What follows belongs to an exercise in optimizing a design on an open flow for small area, a short achievable clock period and few clock cycles per item; a production flow would make more cautious choices.
Only simulation tests tie the RTL to the original design; equivalence was not proved.
No activity file was given, so power comes from the tool's default toggle rates.

--- flow/design.v ---
module JAM (
input CLK,
input RST,
output reg [2:0] W,
output reg [2:0] J,
input [6:0] Cost,
output reg [3:0] MatchCount,
output reg [9:0] MinCost,
output reg Valid );
reg [5:0]state;
reg [2:0]num[0:7];
reg [2:0]back_num[0:7];
reg [3:0]ans_count;  
reg [9:0]ans_min;    
reg [15:0]count;     
reg [15:0]sum_cost;
reg [15:0] i;
reg [15:0] r;
reg [15:0] change_point1;   
reg [15:0] change_point2;   
reg [15:0] right_min;  
always @(posedge CLK or posedge RST) 
begin
    if(RST)
    begin
        state <= 0;
        num[0] <= 0;
        num[1] <= 1;
        num[2] <= 2;
        num[3] <= 3;
        num[4] <= 4;
        num[5] <= 5;
        num[6] <= 6;
        num[7] <= 7;
        back_num[0] <= 0;
        back_num[1] <= 0;
        back_num[2] <= 0;
        back_num[3] <= 0;
        back_num[4] <= 0;
        back_num[5] <= 0;
        back_num[6] <= 0;
        back_num[7] <= 0;
        ans_count <= 0;
        ans_min <= 1023;
        count <= 1;
        sum_cost <= 0;
        i <= 0;
        r <= 7;
        W <= 0;
        J <= 0;
        MatchCount <= 0;
        MinCost <= 0;
        Valid <= 0;
    end
    else 
    begin
    	case(state)
    		5'd0:    
    		begin
    			W <= i;
    			J <= num[i[2:0]];
    			if(i>0)begin
    				sum_cost <= sum_cost + Cost;
    			end
    			i <= i + 1;
    			state <= 0;
    			if(i == 8)begin    
    				W <= i;
    				J <= num[i[2:0]];
    				sum_cost <= sum_cost + Cost;
				state <= 1;
    			end
    		end
    		5'd1:
    		begin
    			if(sum_cost < ans_min)    
    			begin
    				ans_min <= sum_cost;
    				ans_count <= 1;   
    			end
    			else if(sum_cost == ans_min)   
    			begin
    				ans_count <= ans_count + 1;
    			end
    			else    
    			begin	
    			end
    			if( num[0]==7 && num[1]==6 && num[2]==5 && num[3]==4 && num[4]==3 && num[5]==2 && num[6]==1 && num[7]==0)
    			begin   
    				state <= 5;   
    			end
    			r <= 7;
    			if(num[7]>num[6])begin
    				change_point1 <= 6;   
    				i <= 7;
    				change_point2 <= 7;
    				right_min <= num[7];   
    				state <= 2;
    			end
    			else if(num[6]>num[5])begin
    				change_point1 <= 5;   
    				i <= 6;
    				change_point2 <= 6;
    				right_min <= num[6];   
    				state <= 2;
    			end
    			else if(num[5]>num[4])begin
    				change_point1 <= 4;   
    				i <= 5;
    				change_point2 <= 5;
    				right_min <= num[5];   
    				state <= 2;
    			end
    			else if(num[4]>num[3])begin
    				change_point1 <= 3;   
    				i <= 4;
    				change_point2 <= 4;
    				right_min <= num[4];   
    				state <= 2;
    			end
    			else if(num[3]>num[2])begin
    				change_point1 <= 2;   
    				i <= 3;
    				change_point2 <= 3;
    				right_min <= num[3];   
    				state <= 2;
    			end
    			else if(num[2]>num[1])begin
    				change_point1 <= 1;   
    				i <= 2;
    				change_point2 <= 2;
    				right_min <= num[2];   
    				state <= 2;
    			end
    			else if(num[1]>num[0])begin
    				change_point1 <= 0;   
    				i <= 1;
    				change_point2 <= 1;
    				right_min <= num[1];   
    				state <= 2;
    			end
    		end
    		5'd5:    
    		begin
    			MatchCount <= ans_count;
    			MinCost <= ans_min;
    			Valid <= 1;
    		end
    		5'd2:    
    		begin
    			if(i <= 7)
    			begin
    				i <= i + 1;
    				if(num[i] < right_min && num[i] > num[change_point1] )   
    				begin
    					right_min <= num[i];
    					change_point2 <= i;
    				end
    			end
    			else    
    			begin
    				num[change_point1] <= num[change_point2];
    				num[change_point2] <= num[change_point1];	
    				r <= 0;
    				state <= 3;
    			end
    		end
    		5'd3:
    		begin
    			back_num[0] <= num[7];
    			back_num[1] <= num[6];
    			back_num[2] <= num[5];
    			back_num[3] <= num[4];
    			back_num[4] <= num[3];
    			back_num[5] <= num[2];
    			back_num[6] <= num[1];
    			back_num[7] <= num[0];
    			change_point1 <= change_point1 + 1;
    			r <= 0;
    			state <= 4;
    		end
    		5'd4:     
    		begin
    			if(change_point1 == 7)
    			begin
    				num[7] <= back_num[0];
    				i <= 0;
    				r <= 7;
    				sum_cost <= 0;
    				state <= 0;
    			end
    			else if(change_point1 == 6)
    			begin
    				num[6] <= back_num[0];
    				num[7] <= back_num[1];
    				i <= 0;
    				r <= 7;
    				sum_cost <= 0;
    				state <= 0;
    			end
    			else if(change_point1 == 5)
    			begin
    				num[5] <= back_num[0];
    				num[6] <= back_num[1];
    				num[7] <= back_num[2];
    				i <= 0;
    				r <= 7;
    				sum_cost <= 0;
    				state <= 0;
    			end
    			else if(change_point1 == 4)
    			begin
    				num[4] <= back_num[0];
    				num[5] <= back_num[1];
    				num[6] <= back_num[2];
    				num[7] <= back_num[3];
    				i <= 0;
    				r <= 7;
    				sum_cost <= 0;
    				state <= 0;
    			end
    			else if(change_point1 == 3)
    			begin
    				num[3] <= back_num[0];
    				num[4] <= back_num[1];
    				num[5] <= back_num[2];
    				num[6] <= back_num[3];
    				num[7] <= back_num[4];
    				i <= 0;
    				r <= 7;
    				sum_cost <= 0;
    				state <= 0;
    			end
    			else if(change_point1 == 2)
    			begin
    				num[2] <= back_num[0];
    				num[3] <= back_num[1];
    				num[4] <= back_num[2];
    				num[5] <= back_num[3];
    				num[6] <= back_num[4];
    				num[7] <= back_num[5];
    				i <= 0;
    				r <= 7;
    				sum_cost <= 0;
    				state <= 0;
    			end
    			else if(change_point1 == 1)
    			begin
    				num[1] <= back_num[0];
    				num[2] <= back_num[1];
    				num[3] <= back_num[2];
    				num[4] <= back_num[3];
    				num[5] <= back_num[4];
    				num[6] <= back_num[5];
    				num[7] <= back_num[6];
    				i <= 0;
    				r <= 7;
    				sum_cost <= 0;
    				state <= 0;
    			end
    			else if(change_point1 == 0)
    			begin
    				num[0] <= back_num[0];
    				num[1] <= back_num[1];
    				num[2] <= back_num[2];
    				num[3] <= back_num[3];
    				num[4] <= back_num[4];
    				num[5] <= back_num[5];
    				num[6] <= back_num[6];
    				num[7] <= back_num[7];
    				i <= 0;
    				r <= 7;
    				sum_cost <= 0;
    				state <= 0;
    			end
    		end
    	endcase
    end
end
endmodule
--- flow/run.sh ---
#!/bin/bash
# synth_recipe.tcl (not shown) runs the flow's synth.tcl, then flattens the netlist and writes it again
# the make line also repeats each setting of config.mk as NAME=value (left out here)
make -C /OpenROAD-flow-scripts/flow DESIGN_CONFIG=/design/flow/config.mk WORK_HOME=/design/flow/orfs CLKGATE_MAP_FILE= SYNTH_SCRIPT=/design/flow/synth_recipe.tcl finish
--- flow/config.mk ---
export PLATFORM = sky130hd
export DESIGN_NAME = JAM
export DESIGN_NICKNAME = JAM
export VERILOG_FILES = /design/flow/design.v
export SDC_FILE = /design/flow/constraint.sdc
export NUM_CORES = 4
export LEC_CHECK = 0
export CAP_MARGIN = 20
export CORE_MARGIN = 2
export CORE_UTILIZATION = 40
export SLEW_MARGIN = 20
--- flow/constraint.sdc ---
create_clock -name core_clock -period 5.0 [get_ports {CLK}]
set_input_delay 1.0000 -clock core_clock [delete_from_list [all_inputs] [get_ports {CLK}]]
set_output_delay 1.0000 -clock core_clock [all_outputs]
set_load 0.01 [all_outputs]
==> results.txt <==
## cell type report
type                    instances  area, um2
clock buffers                  17        425
clock inverters                15        149
fillers                      2512      13800
inverters                      67        254
multi-input cells             894       6000
flip-flops and latches        140       3640
well taps                     330        413
repair buffers                 41        393
## stage by stage
stage	setup slack, ps	std cells	cell area (um2)
finish	1010	1504	11300
global route	817	1504	11300
detailed placement	1080	1472	10700
CTS	1070	1504	11300
floorplan	907	1163	10200
global placement	1140	1472	10700
## flip-flops by register name, summed over array words and instances (netlist names)
signal and count:
right_min 3, i 16, change_point2 3, ans_count 4
change_point1 16, back_num 24, J 3, MinCost 10
Valid 1, num 24, ans_min 10, W 3
state 3, MatchCount 4, sum_cost 16
## routing by layer
metal	routed length [um]	part of all wire	vias to the layer above	global-route usage
met3	2840	0.090	89	0.0460
met1	13800	0.44	4363	0.339
met2	13800	0.44	432	0.366
li1	-	-	4289	-
met5	0	0	-	0
met4	1040	0.033	0	0.0909
## synth_stat cells, types with 10 or more instances
library cell  count  share of area
clkbuf_1         34          0.013
nand4_1          13         0.0080
nor3_1           23          0.011
o211ai_1         13         0.0096
nand2_1         146          0.054
ha_1             56          0.069
inv_1            64          0.024
mux2i_1          42          0.041
buf_2            14         0.0069
dfstp_2          22          0.057
a211oi_1         21          0.015
xor2_1           15          0.013
edfxtp_1         22          0.065
nor2_1           95          0.035
a31oi_1          21          0.013
mux2_2           15          0.017
nor2b_1          11         0.0068
a22oi_1          15          0.011
o31ai_1          10         0.0074
o21ai_0         114          0.056
a21oi_1          48          0.024
dfrtp_1          96           0.24
nand3_1          37          0.018
and3_1           13         0.0080
## worst max path at each step
stage,startpoint,cells past startpoint,endpoint,slack [ps]
6_report,change_point1[2]$_DFFE_PP_,12,change_point2[0]$_DFFE_PP_,1010
5_1_grt,change_point1[2]$_DFFE_PP_,12,change_point2[2]$_DFFE_PP_,820
4_1_cts,change_point1[2]$_DFFE_PP_,12,change_point2[0]$_DFFE_PP_,1070
3_5_place_dp,change_point1[2]$_DFFE_PP_,12,change_point2[1]$_DFFE_PP_,1080
3_3_place_gp,change_point1[2]$_DFFE_PP_,12,change_point2[0]$_DFFE_PP_,1140
2_1_floorplan,RST,1,J[0]$_DFFE_PP0N_,910
## cells by family after synthesis
kind of cell / Yosys count / share of synthesized area
fa+ha+maj: 57 / 0.0708
xor+xnor: 21 / 0.0181
simple gates: 410 / 0.204
buf+inv: 129 / 0.0545
mux: 62 / 0.0660
flops: 140 / 0.358
compound gates: 344 / 0.229
## power by group through the flow
stage / clock (mW) / sequential [mW] / combinational [mW]
2_1_floorplan: 0 / 1.25 / 0.276
3_5_place_dp: 0 / 1.27 / 0.350
6_report: 1.27 / 1.25 / 0.353
3_3_place_gp: 0 / 1.27 / 0.343
4_1_cts: 1.28 / 1.25 / 0.352
5_1_grt: 1.33 / 1.26 / 0.402
## critical path: stages, from the launching register on
cell       delay [ps]
edfxtp_1          320
buf_4             320
inv_2             210
ha_1              310
a22oi_1           210
o21ai_0           140
o32ai_2           680
ha_1              240
nor2b_1           150
o21a_1            120
o2111ai_1          90
a311o_1           350
a21oi_1           470
==> results.txt <==
sequential element share of the synthesized area 0.358; sequential group share of total power 0.437; static leakage 4.51 nW; H-tree depth 4; Routed WL per cell 20.9 um; Final HPWL DP 22.4 mm; Post-CTS Setup Bufs 0; Synth Area per Inst 8.75 um2; most frequent cells in the layout 146 x nand2_1, 114 x o21ai_0, 96 x dfrtp_1, 95 x nor2_1, 63 x inv_1; Yosys warning total 3; initial antenna violation count 0; switching power 867 uW; row cnt 58; clock latency on the worst-skew pair 440 ps; Post-Syn Nets 1229; CTS root buffer clkbuf_16; Final Slew Violations 0; Min-Delay Path Depth 2; worst hold endpoint MinCost[5]$_DFFE_PP0N_; TritonCTS clock tree yes; Nets 1227; post-route clock period utilization 0.799; vias per std cell 6.10; unrepaired setup endpoints after global routing false; Final Util 0.449; Final ANT Viol Nets 0; CP Capture Type register; die area 26700 um2; DR iter-0 viols 1057; CTS sink cnt 140; vias in the first global route 8748; starting density of the core 0.405; Post-synth EDFFs 22; Hold Slack 480 ps; clock share of power 0.441; Worst-path clk slew 70 ps; Tightest Pin Transition 942 ps; drt drc 0; Setup violations, final 0; Power Dens Cells 255 nW/um2; gr ovfl total 0; hold_buf cts 0; ant diodes 0; final hold violations 0; fin crit period 3990 ps; CP Launch Type register; Seq cells post-synth 140; DR vias 9173; GRT Util Overall 0.241; outcome finished clean; reg2reg path depth 12; DRT Pass-1 Iters 8; Switching Share 0.302; # port buffers 29; Fmax 0.250 GHz; Die X 164 um; Yosys cell types 97; Final GP Congestion 0.997; Routed WL 31.5 mm; Hold Path Class reg -> reg; Max Cap Viol 0; largest net degree at the start of global routing 62; Max-Slew Margin vs Limit 0.372; Worst R2R End change_point2[0]$_DFFE_PP_; most common cell after layout, fill and taps aside nand2_1; Max clock buf depth 2; IO Pins 30; layout cell share with drive strength beyond 1 0.120; core box area 25100 um2; TNS Setup 0 ps; Syn Inst Count 1163; total power 2.87 mW; VDD IR max 0.196 mV; hold_sp MinCost[5]$_DFFE_PP0N_; Crit Path Max Fanout 31; first-pass GRT wire length 49.7 mm; Worst R2R Start change_point1[2]$_DFFE_PP_; DIE HEIGHT 164 um; Synth Cell Area 10200 um2; post-CTS sizing 0; WP data required 5070 ps; Synth Flop Type dfrtp_1; CTS Buf Count 17; Worst R2R Setup Slack 1010 ps; CP arrival 4060 ps; Setup Skew 12.4 ps; synth-to-layout area growth 10.8%; P_int 2.01 mW; crit path kind reg -> reg; combinational power share 0.123; FFs w/ async S/R, synth 0.843
Testbench counts, summed over its fixed seeds: cycles 14,242,368, items 24.

==> port drivers added, routing unchanged <==
Ports are ideal in the flow. The routed layout listed here was re-timed in OpenROAD.
Step 1 (the two cells are an assumption about what drives the block):
set clk [get_ports {CLK}]
set_driving_cell -lib_cell sky130_fd_sc_hd__clkbuf_16 $clk
set_driving_cell -lib_cell sky130_fd_sc_hd__buf_2 [delete_from_list [all_inputs] $clk]
Step 2 moves the port delays by t, midway between the first and last clock arrival at a register: inputs arrive t later, outputs are due t later. That takes back most of the time a late clock gives input paths.
Three values: ideal, step 1, step 2; two values: the first two.
t, ns: 0.483
setup WS [ns]: 1.006 / 1.006 / 1.006
hold WS [ns]: 0.480 / 0.480 / 0.480
worst setup path at the end: register to register
After both steps this run still meets setup and hold. For this run, drivers alone change the setup slack by 0.000 ns; drivers and shift together by 0.000 ns.
